This design comes from an exercise in tuning for a short achievable clock period and few clock cycles on the open sky130 flow, not from production work. Where RTL was checked, it was by simulation tests only, not by an equivalence proof against the original.

Design calc_didactic, start of the top module:
module calc_didactic(
        clk,
        rst,
        mem_addr,
        mem_we,
        mem_wdata,
        mem_rdata
    );
Settings: LEC_CHECK=0, ABC_CLOCK_PERIOD_IN_PS=3000, CAP_MARGIN=20, CORE_MARGIN=2, CORE_UTILIZATION=40, SETUP_SLACK_MARGIN=5, SLEW_MARGIN=20; clock period 10.0 ns.
run.sh (not shown) runs the stock make flow with config.mk's settings and CLKGATE_MAP_FILE= SYNTH_SCRIPT=/design/flow/synth_recipe.tcl, a recipe that flattens the netlist after the stock synthesis.
The starting point went through all stages and came out clean.
Edit:
- ABC_CLOCK_PERIOD_IN_PS: 3000 -> default
- SETUP_SLACK_MARGIN: 5 -> default
Design area is lower by 11%.
Clock-buffer cell count is higher by 3.
Non-clock buffer count drops by 166.
Register-to-register slack degrades by 2.3 ns.
Clock skew decreases by 0.0030 ns.
Die area stays the same.
First-iteration DRC count rose by 5.6%.
Synthesized area is unchanged.
Utilization decreases by 5.7 points.
Function was not checked in any run of this note: the RTL went through the layout flow alone.


Setup of the reference run:
Another version of the RTL of calc_didactic (not shown whole).
Size: about 1800 flip-flops, about 81000 µm² of cells after synthesis.
clock: 10.0 ns
lec_check: 0
abc_clock_period_in_ps: 2000
cap_margin: 20
core_margin: 2
core_utilization: 40
setup_slack_margin: 5
slew_margin: 20
standard.sh (not shown) runs the stock make flow with config.mk's settings and CLKGATE_MAP_FILE= SYNTH_SCRIPT=/design/flow/synth_recipe.tcl, a recipe that flattens the netlist after the stock synthesis.
==> flow/flow/run.sh <==
#!/bin/bash
set -euo pipefail
MARGIN=${MARGIN:-7}
sed -E "s/SETUP_SLACK_MARGIN=[-0-9.]+/SETUP_SLACK_MARGIN=${MARGIN}/" standard.sh > standard_margin.sh
grep -c "SETUP_SLACK_MARGIN=${MARGIN}" standard_margin.sh > margin.txt
bash standard_margin.sh > standard.log 2>&1
The reference run has completed all stages; timing, DRC and antenna checks passed.
For the trial run, these inputs were changed with respect to the reference run:
==> flow/run.sh (new file) <==
#!/bin/bash
# synth_recipe.tcl (not shown) runs the flow's synth.tcl, then flattens the netlist and writes it again
# the make line also repeats each setting of config.mk as NAME=value (left out here)
make -C /OpenROAD-flow-scripts/flow DESIGN_CONFIG=/design/flow/config.mk WORK_HOME=/design/flow/orfs CLKGATE_MAP_FILE= SYNTH_SCRIPT=/design/flow/synth_recipe.tcl finish
removed: flow/flow/run.sh
removed: flow/standard.sh
### Flow results
Between the trial run and the reference run, it is the trial run whose delay of the slowest cell on the worst path is higher, by 0.15 ns. Taking the reference run as the reference point, the number of signal-net inverters in the final layout of the trial run falls by 0.69%. The lower combined area of the multi-input logic cells of the reference run and the trial run is in the trial run. When the trial run is measured against the reference run, its proportion of cell area occupied by registers turns out 4.4 points higher.
Function was not checked in any run of this note: the RTL went through the layout flow alone.


## MS
Another version of the RTL of calc_didactic (not shown whole).
For scale: roughly 45 I/O pins, about 65000 um2 of cells after synthesis.
export LEC_CHECK = 0
export ABC_CLOCK_PERIOD_IN_PS = 2000
export CAP_MARGIN = 30
export CORE_MARGIN = 2
export CORE_UTILIZATION = 55
export SETUP_SLACK_MARGIN = 5
export SLEW_MARGIN = 30
create_clock -name core_clock -period 10.0 [get_ports {clk}]
==> flow/flow/run.sh <==
#!/bin/bash
set -euo pipefail
MARGIN=${MARGIN:-7}
sed -E "s/SETUP_SLACK_MARGIN=[-0-9.]+/SETUP_SLACK_MARGIN=${MARGIN}/" standard.sh > standard_margin.sh
grep -c "SETUP_SLACK_MARGIN=${MARGIN}" standard_margin.sh > margin.txt
bash standard_margin.sh > standard.log 2>&1
Testbench counts of MS, summed over its fixed seeds: cycles 19,075.
The following lists how JK was set up differently from MS:
- swapping 55 for 40 in CORE_UTILIZATION
[summary]
Going from MS to JK, count of placed standard cells in the final layout, fillers left out grew by a little under 10%.
Diff JK..MS | area after synthesis | unchanged
Run comparison: MS top routing layer in use met4; JK top routing layer in use met5
Looking at placeable core area, JK sits about 40% higher than MS does.
Required arrival time at the worst endpoint: JK vs MS, no meaningful difference
On routed wire length, MS tracks JK almost exactly.


== trial 87 ==
Another version of the RTL of calc_didactic (not shown whole).
Size in the first run: about 45 I/O pins.
==> flow/config.mk <==
export PLATFORM = sky130hd
export DESIGN_NAME = calc_didactic
export DESIGN_NICKNAME = calc_didactic
export VERILOG_FILES = /design/flow/design.v
export SDC_FILE = /design/flow/constraint.sdc
export NUM_CORES = 4
export LEC_CHECK = 0
export ABC_CLOCK_PERIOD_IN_PS = 2000
export CAP_MARGIN = 30
export CORE_MARGIN = 2
export CORE_UTILIZATION = 40
export SETUP_SLACK_MARGIN = 5
export SLEW_MARGIN = 30
==> flow/constraint.sdc <==
create_clock -name core_clock -period 10.0 [get_ports {clk}]
set_input_delay 2.0000 -clock core_clock [delete_from_list [all_inputs] [get_ports {clk}]]
set_output_delay 2.0000 -clock core_clock [all_outputs]
set_load 0.01 [all_outputs]
==> flow/flow/run.sh <==
#!/bin/bash
set -euo pipefail
MARGIN=${MARGIN:-9}
sed -E "s/SETUP_SLACK_MARGIN=[-0-9.]+/SETUP_SLACK_MARGIN=${MARGIN}/" standard.sh > standard_margin.sh
grep -c "SETUP_SLACK_MARGIN=${MARGIN}" standard_margin.sh > margin.txt
bash standard_margin.sh > standard.log 2>&1
Trial 87 ended with every stage complete and zero timing, DRC or antenna violations.
Testbench counts of trial 87, summed over its fixed seeds: cycles 18,030.
Setup changes, trial 87 to build 65
# trial 87
export LEC_CHECK = 0
export ABC_CLOCK_PERIOD_IN_PS = 2000
export CAP_MARGIN = 30
export CORE_MARGIN = 2
export CORE_UTILIZATION = 40
export SETUP_SLACK_MARGIN = 5
export SLEW_MARGIN = 30
create_clock -name core_clock -period 10.0 [get_ports {clk}]
# build 65
export LEC_CHECK = 0
export ABC_CLOCK_PERIOD_IN_PS = 2000
export CAP_MARGIN = 30
export CORE_MARGIN = 2
export CORE_UTILIZATION = 45
export SETUP_SLACK_MARGIN = 5
export SLEW_MARGIN = 30
create_clock -name core_clock -period 10.0 [get_ports {clk}]
--- a/flow/flow/run.sh
+++ b/flow/flow/run.sh
@@ -3 +3 @@
-MARGIN=${MARGIN:-9}
+MARGIN=${MARGIN:-7}
==> comparison <==
- Build 65: flow completed, timing, DRC and antenna clean
- The die area in build 65 sits 11% below the value recorded for trial 87.
- Between build 65 and trial 87, the sequential share of layout area is lower for trial 87.
- Between trial 87 and build 65, the cell count went down.

## separate check: timing with driven ports
Ports are ideal in the flow. The routed layouts listed here were re-timed in OpenROAD. Step 1 assumes that a clkbuf_16 drives the clock port and a buf_2 every other input. Step 2 moves the port delays by t, midway between the first and last clock arrival at a register: inputs arrive t later, outputs are due t later. That takes back most of the time a late clock gives input paths. Slacks: ideal ports / drivers / drivers and shift; pairs: ideal ports / drivers.
| run | shift t [ns] | setup slack, ns | worst setup path at the end |
|---|---|---|---|
| the first run of note 1 | 0.621 | 4.243 / 4.243 / 3.667 | input to register |
| the second run of note 1 | 0.625 | 1.968 / 1.968 / 1.968 | register to register |
| the reference run | 0.898 | 5.606 / 5.606 / 5.606 | register to register |
| the trial run | 0.908 | 5.110 / 5.110 / 5.110 | register to register |
| MS | 0.865 | 5.818 / 5.818 / 5.533 | input to register |
| JK | 0.881 | 5.740 / 5.740 / 5.659 | input to register |
| trial 87 | 0.839 | 5.900 / 5.900 / 5.162 | input to register |
| build 65 | 0.821 | 5.887 / 5.887 / 5.398 | input to register |
After both steps every run listed still meets setup and hold. The setup slack of trial 87, which loses most, moves by 0.000 ns with the drivers and by -0.738 ns with both steps.
